This design comes from an exercise in tuning for small area on the open sky130 flow, not from production work. Function was checked by simulation only, so behaviour that the tests miss may differ from the original. No activity file was given, so power comes from the tool's default toggle rates.

### constraint.sdc
create_clock -name core_clock -period 10.0 [get_ports {clk}]
set_input_delay 2.0000 -clock core_clock [delete_from_list [all_inputs] [get_ports {clk}]]
set_output_delay 2.0000 -clock core_clock [all_outputs]
set_load 0.01 [all_outputs]
### config.mk
export PLATFORM = sky130hd
export DESIGN_NAME = ITVM
export DESIGN_NICKNAME = ITVM
export VERILOG_FILES = /design/flow/design.v
export SDC_FILE = /design/flow/constraint.sdc
export NUM_CORES = 4
export LEC_CHECK = 0
export CAP_MARGIN = 20
export CORE_MARGIN = 2
export CORE_UTILIZATION = 40
export SLEW_MARGIN = 20
### design.v
module ITVM(clk,rst,vehicleType,destination,seatType,numSeat,confirm,paymentMethod,mobileBank,tk50,tk100,tk500,tk1000,cashin,ticket,totalFare, returnMoney);
input clk, rst;
input [1:0]vehicleType;  
input destination; 
input [1:0]seatType;  
input [11:0]numSeat;
input confirm;
input paymentMethod; 
input mobileBank;  
input tk50; 
input tk100; 
input tk500; 
input tk1000;
output reg [13:0]cashin;
output reg ticket;
output reg [13:0]returnMoney;
output reg [13:0] totalFare;
reg [13:0] noteCounter;
reg [3:0]state;
parameter Bus_Ac_Sylhet = 600;
parameter Bus_NonAc_Cox = 500;
parameter Train_Ac_Sylhet = 400;
parameter Train_NonAc_Cox = 500;
parameter Ship_Ac_Sylhet = 400 ;
parameter Ship_NonAc_Cox = 300;
parameter Aero_Busi_Sylhet = 4000;
parameter Aero_Eco_Cox = 3000;
parameter Bus_NonAc_Sylhet = 400;
parameter Bus_Ac_Cox = 1000;
parameter Train_NonAc_Sylhet = 200;
parameter Train_Ac_Cox = 700;
parameter Ship_NonAc_Sylhet = 300;
parameter Ship_Ac_Cox = 500;
parameter Aero_Eco_Sylhet = 2000;
parameter Aero_Busi_Cox = 5000;
localparam 
Start= 4'd0,
chooseVehicle= 4'd1, 
chooseDestination= 4'd2, 
chooseSeatType= 4'd3,
calculation = 4'd4,
confirmation= 4'd5,
choosePayment= 4'd6,
mobilebaking= 4'd7,
cashcount=4'd8,
ticketOut=4'd9,
returnticket=4'd10;
always @(posedge clk )
begin
if(rst)
begin cashin<=0;
noteCounter<=0;end
else
begin
if(tk50) begin noteCounter<=noteCounter+50; end
else if(tk100) begin noteCounter<=noteCounter+100;end
else if(tk500) begin noteCounter<=noteCounter+500;end
else if(tk1000) begin noteCounter<=noteCounter+1000;end
else  begin noteCounter<=noteCounter;end
end
cashin<=noteCounter;
end
always @(posedge clk )
begin
if( rst==1'b1)
begin
state<= Start;
ticket<=1'b0;
returnMoney<=11'b0;
totalFare<=0;
end
else
begin
case(state)
Start: 
 begin
 state<=((vehicleType==2'b00 ||vehicleType==2'b01|| vehicleType==2'b10||vehicleType==2'b11))?chooseVehicle:Start;
 ticket<=1'b0;
 returnMoney<=11'b0;
 end
 chooseVehicle:
 begin
 state<=((destination==1'b0 ||destination==1'b1 ))?chooseDestination:Start;
 ticket<=1'b0;
  returnMoney<=11'b0;
  end
  chooseDestination:
  begin
  state<=((seatType==2'b00 ||seatType==2'b01|| seatType==2'b10||seatType==2'b11))?calculation:Start;
 ticket<=1'b0;
 returnMoney<=11'b0;
  end
  calculation:
 begin
if(vehicleType==2'b00 && destination==1'b0 && seatType==2'b00)
begin
totalFare<=Bus_Ac_Sylhet*numSeat;
ticket<=1'b0;
returnMoney<=11'b0;
state<=confirmation;
end
else if(vehicleType==2'b00 && destination==1'b0 && seatType==2'b01)
begin
totalFare<=Bus_NonAc_Sylhet*numSeat;
ticket<=1'b0;
returnMoney<=11'b0;
state<=confirmation;
end
else if(vehicleType==2'b00 && destination==1'b1 && seatType==2'b00)
begin
totalFare<=Bus_Ac_Cox*numSeat;
ticket<=1'b0;
returnMoney<=11'b0;
state<=confirmation;
end
else if(vehicleType==2'b00 && destination==1'b1 && seatType==2'b01)
begin
totalFare<=Bus_NonAc_Cox*numSeat;
ticket<=1'b0;
returnMoney<=11'b0;
state<=confirmation;
end
else if(vehicleType==2'b01 && destination==1'b0 && seatType==2'b00)
begin
totalFare<=Ship_Ac_Sylhet*numSeat;
ticket<=1'b0;
returnMoney<=11'b0;
state<=confirmation;
end
else if(vehicleType==2'b01 && destination==1'b0 && seatType==2'b01)
begin
totalFare<=Ship_NonAc_Sylhet*numSeat;
ticket<=1'b0;
returnMoney<=11'b0;
state<=confirmation;
end
else if(vehicleType==2'b01 && destination==1'b1 && seatType==2'b00)
begin
totalFare<=Ship_Ac_Cox*numSeat;
ticket<=1'b0;
returnMoney<=11'b0;
state<=confirmation;
end
else if(vehicleType==2'b01 && destination==1'b1 && seatType==2'b01)
begin
totalFare<=Ship_NonAc_Cox*numSeat;
ticket<=1'b0;
returnMoney<=11'b0;
state<=confirmation;
end
else if(vehicleType==2'b10 && destination==1'b0 && seatType==2'b00)
begin
totalFare<=Train_Ac_Sylhet*numSeat;
ticket<=1'b0;
returnMoney<=11'b0;
state<=confirmation;
end
else if(vehicleType==2'b10 && destination==1'b0 && seatType==2'b01)
begin
totalFare<=Train_NonAc_Sylhet*numSeat;
ticket<=1'b0;
returnMoney<=11'b0;
state<=confirmation;
end
else if(vehicleType==2'b10 && destination==1'b1 && seatType==2'b00)
begin
totalFare<=Train_Ac_Cox*numSeat;
ticket<=1'b0;
returnMoney<=11'b0;
state<=confirmation;
end
else if(vehicleType==2'b10 && destination==1'b1 && seatType==2'b01)
begin
totalFare<=Train_NonAc_Cox*numSeat;
ticket<=1'b0;
returnMoney<=11'b0;
state<=confirmation;
end
else if(vehicleType==2'b11 && destination==1'b0 && seatType==2'b10)
begin
totalFare<=Aero_Busi_Sylhet*numSeat;
ticket<=1'b0;
returnMoney<=11'b0;
state<=confirmation;
end
else if(vehicleType==2'b11 && destination==1'b0 && seatType==2'b11)
begin
totalFare<=Aero_Eco_Sylhet*numSeat;
ticket<=1'b0;
returnMoney<=11'b0;
state<=confirmation;
end
else if(vehicleType==2'b11 && destination==1'b1 && seatType==2'b10)
begin
totalFare<=Aero_Busi_Cox*numSeat;
ticket<=1'b0;
returnMoney<=11'b0;
state<=confirmation;
end
else if(vehicleType==2'b11 && destination==1'b1 && seatType==2'b11)
begin
totalFare<=Aero_Eco_Cox*numSeat;
ticket<=1'b0;
returnMoney<=11'b0;
state<=confirmation;
end
end
confirmation:
begin
state<=(confirm==1'b1)?choosePayment:Start;
ticket<=1'b0;
returnMoney<=11'b0;
end
choosePayment:
begin
state<=(paymentMethod==1'b1)?mobilebaking:((paymentMethod==1'b0)?cashcount:Start);
ticket<=1'b0;
returnMoney<=11'b0;
end
mobilebaking:
begin
state<=(mobileBank==1'b1 )?ticketOut:Start;
ticket<=1'b0;
returnMoney<=11'b0;
end
cashcount:
begin
if(cashin>totalFare)begin ticket<=1'b0; returnMoney<=0 ; state<=returnticket; end
else if(cashin==totalFare)begin ticket<=1'b0; returnMoney<=0; state<=ticketOut; end
else begin ticket<=1'b0; returnMoney<=0; state<=cashcount ;end
end
ticketOut:
begin
  ticket<=1'b1;
  returnMoney<=0;
  state<=Start;
end
returnticket:
begin
  ticket<=1'b1;
  returnMoney<=cashin-totalFare;
    state<=Start;
    end
endcase
end
end
endmodule
### run.sh
#!/bin/bash
# synth_recipe.tcl (not shown) runs the flow's synth.tcl, then flattens the netlist and writes it again
# the make line also repeats each setting of config.mk as NAME=value (left out here)
make -C /OpenROAD-flow-scripts/flow DESIGN_CONFIG=/design/flow/config.mk WORK_HOME=/design/flow/orfs CLKGATE_MAP_FILE= SYNTH_SCRIPT=/design/flow/synth_recipe.tcl finish
==> run notes <==
==> worst max-delay path: cells and delay by family <==
family	cells	cell delay [ps]
buffers and inverters	3	1450
AO/OA/AOI/OAI	5	1200
adder cells (fa/ha/maj)	5	2550
AND/OR/NAND/NOR	1	120
XOR/XNOR	1	560
==> synthesized netlist by cell type, types with 4 or more instances <==
master and instances:
ha_1 121, nand3_1 12, xor2_1 36, o21ai_0 59, a31oi_1 8, and3_1 4
a221oi_1 17, o21a_1 5, o21bai_1 7, clkbuf_1 24, o31ai_1 5, nand2_1 69
buf_4 5, buf_1 5, a22oi_1 15, nor3_1 26, nor4_1 6, nand4_1 5
nand2b_1 8, o221ai_1 7, a221o_1 4, o211ai_1 10, dfxtp_1 56, a21o_1 23
a2111oi_0 8, inv_1 185, mux2i_1 5, nor2b_1 14, a211oi_1 28, xnor2_1 61
buf_2 7, a21oi_1 82, fa_1 83, o22ai_1 10, nor2_1 106, or3_1 7
==> through the flow <==
step / cells / hold WS, ps / worst slack [ps]
2_1_floorplan: 1177 / 329 / 3790
3_3_place_gp: 1526 / 358 / 2210
3_5_place_dp: 1526 / 364 / 2080
4_1_cts: 1534 / 374 / 2370
5_1_grt: 1534 / 383 / 1860
6_report: 1534 / 371 / 2280
==> state kept, by name, indices dropped and copies added, names as in the netlist <==
signal / cells
totalFare: 12
returnMoney: 13
ticket: 1
noteCounter: 13
cashin: 13
state: 4
==> cells by family after synthesis <==
kind of cell             count (synthesis)
adder cells (fa/ha/maj)                204
AO/OA/AOI/OAI                          309
XOR/XNOR                                98
AND/OR/NAND/NOR                        273
other                                    1
buffers and inverters                  228
flip-flops                              56
multiplexers                             5
==> routing by layer <==
metal / global-route usage, % / up-vias / part of all wire, %
li1: - / 4108 / -
met1: 32.8 / 4113 / 45
met2: 42.9 / 259 / 48
met3: 1.27 / 48 / 3.7
met4: 7.49 / 0 / 3.1
met5: 0 / - / 0
==> final cells by class <==
type	count	share of cell area, %
tap	319	3.82
multi-input combinational	893	70.7
clock buffer	5	1.20
timing repair buffer	72	6.65
sequential	56	10.7
inverter	186	6.67
clock inverter	3	0.263
==> where the power goes <==
part	total [uW]	internal, uW	switching, uW
clock	179	95.1	84.3
combinational	1660	680	984
sequential	281	244	36.4
total	2120	1020	1100
==> worst min path at each step <==
stage / endpoint / slack [ps] / cells after the start
after global routing: cashin[13] / 380 / 0
after detailed placement: cashin[13] / 360 / 0
after floorplan: cashin[5] / 330 / 0
after global placement: cashin[13] / 360 / 0
final: cashin[13] / 370 / 0
after CTS: cashin[13] / 370 / 0
==> metrics.md <==
| Metric | Value |
|---|---|
| Max Root-Sink Buffers | 2 |
| Share of the synthesized area in the top cell type | 17.7% |
| Synth async-reset ratio | 0% |
| Total of max-cap violations | 0 |
| Largest net degree at the start of global routing | 50 |
| Crit end category | flip-flop |
| Nets | 1444 |
| Most used cell, CP | fa_1 |
| Core area | 23300 sq um |
| Initial Util | 40.3% |
| RSZ-0062 raised after global routing | false |
| Die width | 157 um |
| Slowest stage delay, CP | 1070 ps |
| Mapped Cells | 1174 |
| First-pass GRT wire length | 47200 um |
| Initial antenna violation count | 0 |
| Area occupied by multi-input gates | 7390 sq um |
| Die Area | 24700 sq um |
| Main synth FF type | dfxtp_1 |
| DRC Markers | 0 |
| Post-synthesis cell type count | 62 |
| GRT Total Usage | 24.5% |
| Final Cell Area | 10500 sq um |
| RePlAce Congestion | 0.983 |
| Simple-gate area share of the yosys netlist | 13.3% |
| Total grt overflow | 0 |
| Clock transition at path regs | 70 ps |
| Tmin final | 7720 ps |
| Power Dens Cells | 203 nW/um^2 |
| Final setup viols | 0 |
| FF-to-FF setup slack | 7310 ps |
| RR Endpoint | returnMoney[12] |
| DPL Wire Length | 24100 um |
| Lkg Pwr | 0.00462 uW |
| HP Start | noteCounter[13] |
| Clock Sinks | 56 |
| CTS-repair resized insts | 0 |
| Syn_area_per_cell | 7.99 sq um |
| Filler cell count | 2419 |
| Drt via density | 5.56 |
| Post-route ant nets | 0 |
| Synthesis-to-finish area growth | 11.5% |
| Synth Cell Area | 9380 sq um |
| Clk Latency, worst-skew pair | 300 ps |
| Outcome | complete, no violations |
| Peak VDD IR | 147 uV |
| Critical Path AT | 7880 ps |
| Post-synthesis compound-gate area fraction | 21.6% |
| Inserted Clock Buffers | 5 |
| CP Launch Point | numSeat[1] |
| Post-DR wirelength/cell | 19.1 um |
| Vias in the first global route | 8394 |
| H-tree depth | 2 |
| Slowest CP cell | clkdlybuf4s50_1 |
| Number of flops mapped to enable cells by yosys | 0 |
| Row cnt | 56 |
| Yosys Warn Count | 1 |
| Port Buffers | 64 |
| Post-Route Utilization | 45.0% |
| Antenna diodes | 0 |
| Xor and xnor area share after synthesis | 9.29% |
| Setup crit end | totalFare[12] |
| Critical path cell sequence | clkdlybuf4s50_1 -> inv_1 -> fa_1 -> fa_1 -> fa_1 -> fa_1 -> inv_1 -> ha_1 -> xor2_1 -> a21oi_1 -> a2111oi_0 -> nor4_1 -> o22ai_1 -> a31o_2 -> a211oi_1 |
| Power, Total | 2120 uW |
| Ports | 69 |
| Fraction of the mapped netlist area in adder cells | 33.8% |
| Critical path type | in2reg |
| Seq/Total Area, Yosys | 11.9% |
| Fmax | 0.130 GHz |
| Largest cells by area after synthesis | fa_1 (18%), ha_1 (16%), dfxtp_1 (12%) |
| Most frequent cells in the layout | inv_1 (185), ha_1 (121), nor2_1 (106) |
| Length of the first detailed-routing pass in iterations | 7 |
| Area leader, netlist | fa_1 |
| Crit path required time | 10160 ps |
| CTS tree | built |
| Post-synthesis mux area share | 0.533% |
| FF+latch area | 1120 sq um |
| Count of final hold-check violations | 0 |
| Chip height | 157 um |
| Via count | 8528 |
| Largest family of logic cells by synthesized area | adder cells |
| # hold bufs at CTS | 0 |
| Max FO, Critical Path | 15 |
| Period Utilization, post-route | 77.2% |
| Slew HR | 35.5% |
| Commonest non-fill, non-tap cell in the layout | inv_1 |
| Slew at the pin closest to its max-slew limit | 959 ps |
| Total detailed-routing wirelength | 29300 um |
| Nature of the critical path startpoint | input port |
| Clock Tree Root | clkbuf_16 |
| Postcts setup bufs | 0 |
| Clock Skews | 5.15 ps |
| DRT iter0 DRCs | 520 |
| Layout cells sized above 1 | 1.81% |
| R2R Path Start | totalFare[2] |
| Placed cell areas | 10300 sq um |
| FF-to-FF path depth | 12 |
| Setup TNS | 0 ps |
| Seq cells post-synth | 56 |
| Slew Viols, Final | 0 |
| Hold Crit Class | reg2reg |

## afterwards: timing with drivers on the ports
The flow's constraints put no driver on any port. The routed layout listed below was extracted and timed again, unchanged, in two steps. Step 1, drivers: a clkbuf_16 drives clk and a buf_2 each remaining input, both assumed. Step 2, shift: input delay + t, output delay - t, t = (earliest + latest rising clock arrival at the registers) / 2. This alone moves slack from input paths to output paths. Three values: no drivers, after step 1, after step 2; two values: the first two.
shift t [ns]: 0.335
setup WS [ns]: 2.283 / 2.301 / 1.967
hold slack, ns: 0.371 / 0.371 / 0.371
After both steps this run still meets setup and hold. For this run, drivers alone change the setup slack by +0.018 ns; drivers and shift together by -0.316 ns.
